Background: an optimization exercise with open tools, aiming at small area. Do not read the settings as production practice. Only simulation tests tie the RTL to the original design; equivalence was not proved. No activity file was given, so power comes from the tool's default toggle rates.

==> inputs of lagoon <==
## EmbeddedReceiver
module EmbeddedReceiver #(
        parameter int   board   = 2,
        parameter int Ki =     2,
        parameter int Kp =   500,
        parameter int K0 = 335544
    )(
        input  logic        clk_i,
        input  logic        reset_i,
        input  logic        data_i,
        output logic        error_o,
        output logic        trigger_o,
        output logic [63:0] pulse_id_o
    );
==> flow/config.mk <==
export PLATFORM = sky130hd
export DESIGN_NAME = EmbeddedReceiver
export DESIGN_NICKNAME = EmbeddedReceiver
export VERILOG_FILES = /design/flow/design.v
export SDC_FILE = /design/flow/constraint.sdc
export NUM_CORES = 4
export LEC_CHECK = 0
export CAP_MARGIN = 0
export CORE_MARGIN = 2
export CORE_UTILIZATION = 60
export GPL_TIMING_DRIVEN = 0
export PLACE_DENSITY = 0.7
export SLEW_MARGIN = 0
==> flow/constraint.sdc <==
create_clock -name core_clock -period 8.0 [get_ports {clk_i}]
set_input_delay 1.6000 -clock core_clock [delete_from_list [all_inputs] [get_ports {clk_i}]]
set_output_delay 1.6000 -clock core_clock [all_outputs]
set_load 0.01 [all_outputs]
standard.sh (not shown) runs the stock make flow with config.mk's settings and CLKGATE_MAP_FILE= SYNTH_SCRIPT=/design/flow/synth_recipe.tcl, a recipe that flattens the netlist after the stock synthesis.
==> flow/flow/run.sh <==
#!/bin/bash
set -euo pipefail
rm -rf scripts_own
cp -r "$FLOW_HOME/scripts" scripts_own
cp flow/abc_map.script scripts_own/abc_speed.script
export BUFFER_PORTS_ARGS="-buffer_cell sky130_fd_sc_hd__buf_1"
export CTS_ARGS="-sink_clustering_enable -repair_clock_nets -dont_use_dummy_load -sink_clustering_size 30 -sink_clustering_max_diameter 100 -buf_list sky130_fd_sc_hd__clkbuf_16"
bash standard.sh SCRIPTS_DIR="$PWD/scripts_own" finish > standard.log 2>&1
==> flow/flow/abc_map.script <==
strash
dch
amap
topo
stime -c
==> zinc (differences from lagoon) <==
--- a/flow/config.mk
+++ b/flow/config.mk
@@ -9,5 +9,4 @@
 export CORE_MARGIN = 2
-export CORE_UTILIZATION = 60
-export GPL_TIMING_DRIVEN = 0
-export PLACE_DENSITY = 0.7
+export CORE_UTILIZATION = 70
+export PLACE_DENSITY = 0.8
 export SLEW_MARGIN = 0
==> qor summary <==
metric	lagoon	zinc
Result of the run	complete, no violations	complete, no violations
Global-route wire length before repair	81.5 mm	85.5 mm
Starting density of the core	60.7%	71.4%
Final std cells w/o fill	2984	2909
Worst endpoint data arrival time	7.85 ns	8.20 ns
Count of plain and timing-repair buffers in the layout	87	89
Post-layout minimum cycle time	7.43 ns	7.78 ns
Largest fanout on the critical path	6	5
DIE HEIGHT	204 um	189 um
Relative contribution of the clock network to total power	23.6%	23.4%
Largest voltage drop on the vdd net	0.182 mV	0.257 mV
P_seq	0.00309 W	0.00310 W
Final critical-path setup slack	0.574 ns	0.216 ns
Power attributed to combinational cells	0.000887 W	0.000950 W
# Taps	525	448

========
==> 03-20 <==
EmbeddedReceiver, a different RTL version from the one above (not shown whole).
// EmbeddedReceiver
module EmbeddedReceiver #(
        parameter int   board   = 2,
        parameter int Ki =     2,
        parameter int Kp =   500,
        parameter int K0 = 335544
    )(
        input  logic        clk_i,
        input  logic        reset_i,
        input  logic        data_i,
        output logic        error_o,
        output logic        trigger_o,
        output logic [63:0] pulse_id_o
    );
==> module CDR_10b_8b, before the edit <==
module CDR_10b_8b #(
    parameter int Ki =     2,
    parameter int Kp =   500,
    parameter int K0 = 335544
)(
    input  logic       clk,
    input  logic       reset,
    input  logic       serial_i,
    output logic       word_tick_o,
    output logic [7:0] data_o,
    output logic       comma_o,
    output logic       error_o
);
    logic [1:0] data_sync;
    always_ff @(posedge clk)
        data_sync <= {data_sync[0], serial_i};
    logic [23:1] phase;
    logic bit_clk_d, ff1, ff2, ff3, ff4;
    wire bit_clk = phase[23];
    wire rise    = bit_clk & ~bit_clk_d;
    wire fall    = ~bit_clk & bit_clk_d;
    wire late    = ff2 ^ ff4;
    wire early   = ff1 ^ ff4;
    always_ff @(posedge clk) begin
        if (reset) begin
            bit_clk_d <= 1'b0;
            ff1 <= 1'b0; ff2 <= 1'b0; ff3 <= 1'b0; ff4 <= 1'b0;
        end else begin
            bit_clk_d <= bit_clk;
            if (rise) begin
                ff1 <= data_sync[1];
                ff2 <= ff1;
                ff4 <= ff3;
            end
            if (fall)
                ff3 <= data_sync[1];
        end
    end
    logic [23:1] freq;
    wire s_e  = early;
    wire s_l  = ~early & late;
    wire early_nx = rise ? (data_sync[1] ^ ff3) : early;
    wire late_nx  = rise ? (ff1 ^ ff3) : late;
    wire n_e  = early_nx;
    wire n_l  = ~early_nx & late_nx;
    localparam logic [23:1] KIH = 23'd1;      
    localparam logic [23:1] KPH = 23'd250;    
    localparam logic [23:1] F0  = 23'd167772;  
    logic [23:1] delta;
    always_comb begin
        case ({s_e, s_l, n_e, n_l})
            4'b0001: delta = KPH;                         
            4'b0010: delta = 23'd0 - KPH;                 
            4'b0101: delta = KIH;                         
            4'b0100: delta = KIH - KPH;                   
            4'b0110: delta = KIH - KPH - KPH;             
            4'b1010: delta = 23'd0 - KIH;                 
            4'b1000: delta = KPH - KIH;                   
            4'b1001: delta = KPH + KPH - KIH;             
            default: delta = 23'd0;
        endcase
    end
    function automatic logic [22:0] radd(input logic [22:0] a, input logic [22:0] b);
        logic c;
        c = 1'b0;
        for (int i = 0; i < 23; i++) begin
            radd[i] = a[i] ^ b[i] ^ c;
            c = (a[i] & b[i]) | (c & (a[i] ^ b[i]));
        end
    endfunction
    always_ff @(posedge clk) begin
        if (reset) begin
            phase <= '0;
            freq  <= F0;
        end else begin
            phase <= radd(phase, freq);
            freq  <= radd(freq, delta);
        end
    end
    logic tick_d, bit_d;
    always_ff @(posedge clk) begin
        tick_d <= rise;
        bit_d  <= ff2;
    end
    logic [9:0] shift_reg, result;
    logic [3:0] bit_cnt;
    always_ff @(posedge clk) begin
        if (reset) begin
            shift_reg <= '0;
            result    <= '0;
            bit_cnt   <= '0;
        end else if (tick_d) begin
            if ((bit_cnt == 4'd9) | (shift_reg == 10'h0f9) | (shift_reg == 10'h306)) begin
                bit_cnt <= '0;
                result  <= shift_reg;
            end else begin
                bit_cnt <= bit_cnt + 1'b1;
            end
            shift_reg <= {bit_d, shift_reg[9:1]};
        end
    end
    logic wt_d;
    always_ff @(posedge clk)
        wt_d <= (bit_cnt == 4'd0);
    assign word_tick_o = (bit_cnt == 4'd0) & ~wt_d;
    Decode_8b10b decoder (
        .io_din  (result),
        .io_comma(comma_o),
        .io_dout (data_o),
        .io_error(error_o)
    );
endmodule
==> module Delay, before the edit <==
module Delay #(
    parameter int W = 32
)(
    input  logic         clk_i,
    input  logic         reset_i,
    input  logic         strobe_i,
    output logic         strobe_o,
    input  logic [W-1:0] delay
);
    logic         busy;
    logic [W-1:0] cnt;
    always_ff @(posedge clk_i) begin
        if (reset_i) begin
            busy <= 1'b0;
            cnt  <= '0;
        end else if (!busy) begin
            busy <= strobe_i;
            cnt  <= '0;
        end else if (cnt < delay) begin
            cnt  <= cnt + 1'b1;
        end else begin
            busy <= 1'b0;
            cnt  <= '0;
        end
    end
    assign strobe_o = (cnt == delay);
endmodule
export LEC_CHECK = 0
export CAP_MARGIN = 20
export CORE_MARGIN = 2
export CORE_UTILIZATION = 40
export CTS_BUF_LIST = sky130_fd_sc_hd__clkbuf_16
export CTS_CLUSTER_DIAMETER = 100
export CTS_CLUSTER_SIZE = 30
export SLEW_MARGIN = 20
create_clock -name core_clock -period 8.0 [get_ports {clk_i}]
==> flow/flow/run.sh <==
#!/bin/bash
set -euo pipefail
rm -rf scripts_own
cp -r "$FLOW_HOME/scripts" scripts_own
cp flow/abc_map.script scripts_own/abc_speed.script
export BUFFER_PORTS_ARGS="-buffer_cell sky130_fd_sc_hd__buf_1"
export CTS_ARGS="-sink_clustering_enable -repair_clock_nets -dont_use_dummy_load -sink_clustering_size 40 -sink_clustering_max_diameter 60 -buf_list sky130_fd_sc_hd__clkbuf_16"
bash standard.sh SCRIPTS_DIR="$PWD/scripts_own" finish > standard.log 2>&1
Scripts as last shown in full above: flow/flow/abc_map.script
==> 03-19: changes against 03-20 <==
--- a/flow/design.v
+++ b/flow/design.v
@@ -36,7 +36,9 @@
     always_ff @(posedge clk)
         data_sync <= {data_sync[0], serial_i};
-    logic [23:1] phase;
+    logic [23:13] phase_hi;
+    logic [12:1]  phase_lo;
+    logic         phase_c;
     logic bit_clk_d, ff1, ff2, ff3, ff4;
-    wire bit_clk = phase[23];
+    wire bit_clk = phase_hi[23] ^ (phase_c & (&phase_hi[22:13]));
     wire rise    = bit_clk & ~bit_clk_d;
     wire fall    = ~bit_clk & bit_clk_d;
@@ -82,19 +84,44 @@
         endcase
     end
-    function automatic logic [22:0] radd(input logic [22:0] a, input logic [22:0] b);
+    function automatic logic [12:0] radd12(input logic [11:0] a, input logic [11:0] b);
         logic c;
         c = 1'b0;
-        for (int i = 0; i < 23; i++) begin
-            radd[i] = a[i] ^ b[i] ^ c;
+        for (int i = 0; i < 12; i++) begin
+            radd12[i] = a[i] ^ b[i] ^ c;
             c = (a[i] & b[i]) | (c & (a[i] ^ b[i]));
         end
+        radd12[12] = c;
     endfunction
+    function automatic logic [10:0] radd10(input logic [9:0] a, input logic [9:0] b);
+        logic c;
+        c = 1'b0;
+        for (int i = 0; i < 10; i++) begin
+            radd10[i] = a[i] ^ b[i] ^ c;
+            c = (a[i] & b[i]) | (c & (a[i] ^ b[i]));
+        end
+        radd10[10] = c;
+    endfunction
+    function automatic logic [10:0] radd11(input logic [10:0] a, input logic [10:0] b, input logic ci);
+        logic c;
+        c = ci;
+        for (int i = 0; i < 11; i++) begin
+            radd11[i] = a[i] ^ b[i] ^ c;
+            c = (a[i] & b[i]) | (c & (a[i] ^ b[i]));
+        end
+    endfunction
+    logic       fcarry;
+    logic [9:0] flo_nx;
+    assign {fcarry, flo_nx} = radd10(freq[10:1], delta[10:1]);
     always_ff @(posedge clk) begin
         if (reset) begin
-            phase <= '0;
-            freq  <= F0;
+            phase_hi <= '0;
+            phase_lo <= '0;
+            phase_c  <= 1'b0;
+            freq     <= F0;
         end else begin
-            phase <= radd(phase, freq);
-            freq  <= radd(freq, delta);
+            {phase_c, phase_lo} <= radd12(phase_lo, freq[12:1]);
+            phase_hi <= radd11(phase_hi, freq[23:13], phase_c);
+            freq[10:1]  <= flo_nx;
+            freq[23:11] <= freq[23:11] + {13{delta[23]}} + {12'd0, fcarry};
         end
     end
@@ -287,16 +314,14 @@
     logic [W-1:0] cnt;
     always_ff @(posedge clk_i) begin
-        if (reset_i) begin
+        if (reset_i)
             busy <= 1'b0;
-            cnt  <= '0;
-        end else if (!busy) begin
+        else if (!busy)
             busy <= strobe_i;
-            cnt  <= '0;
-        end else if (cnt < delay) begin
-            cnt  <= cnt + 1'b1;
-        end else begin
+        else if (!(cnt < delay))
             busy <= 1'b0;
-            cnt  <= '0;
-        end
+        if (busy & (cnt < delay))
+            cnt <= cnt + 1'b1;
+        else
+            cnt <= '0;
     end
     assign strobe_o = (cnt == delay);
==> flow/flow/run.sh (replaced) <==
#!/bin/bash
set -euo pipefail
rm -rf scripts_own
cp -r "$FLOW_HOME/scripts" scripts_own
cp flow/abc_map.script scripts_own/abc_speed.script
export BUFFER_PORTS_ARGS="-buffer_cell sky130_fd_sc_hd__buf_1"
export CTS_ARGS="-sink_clustering_enable -repair_clock_nets -dont_use_dummy_load -sink_clustering_size 30 -sink_clustering_max_diameter 100 -buf_list sky130_fd_sc_hd__clkbuf_16"
bash standard.sh SCRIPTS_DIR="$PWD/scripts_own" finish > standard.log 2>&1
==> flow/flow/abc_map.script (replaced) <==
strash
dc2
dc2
dch -f
amap
topo
stime -c
CAP_MARGIN = 0   (was 20)
CORE_UTILIZATION = 60   (was 40)
CTS_BUF_LIST = not set   (was sky130_fd_sc_hd__clkbuf_16)
CTS_CLUSTER_DIAMETER = not set   (was 100)
CTS_CLUSTER_SIZE = not set   (was 30)
PLACE_DENSITY = 0.7   (was not set)
SLEW_MARGIN = 0   (was 20)
==> comparison <==
03-19 finished with timing, DRC and antenna clean. 03-20 finished but fails on setup timing.
In 03-20 the register-to-register slack is lower than in 03-19, by 1.3 ns.
Total power: 03-20 is higher than 03-19 (12%).
Of 03-20 and 03-19, 03-19 has the higher worst setup slack (gap 1.3 ns).
Via count: 03-19 is higher than 03-20 (1.5%).

==> afterwards: timing with drivers on the ports <==
In the flow no input, the clock included, has a driving cell. The finished layouts below were timed again as built, in two steps.
Step 1 assumes that a clkbuf_16 drives the clock port and a buf_2 every other input.
Step 2 also shifts input and output timing later by t, the mid clock arrival at the registers, as if the neighbouring blocks saw the same clock.
Slacks: ideal / step 1 / step 2; pairs: ideal / step 1.
run	t (ns)	setup slack, ns	worst hold slack (ns)	worst setup path after step 2	worst register clock-pin slew, ns
lagoon	0.602	0.574 / 0.574 / 0.574	0.358 / 0.358 / 0.358	register to register	0.11 / 0.11
zinc	0.592	0.216 / 0.216 / 0.216	0.341 / 0.341 / 0.341	register to register	0.12 / 0.12
03-20	0.621	-0.883 / -0.883 / -0.883	0.329 / 0.329 / 0.329	register to register	0.11 / 0.11
03-19	0.599	0.460 / 0.460 / 0.460	0.342 / 0.342 / 0.342	register to register	0.11 / 0.11
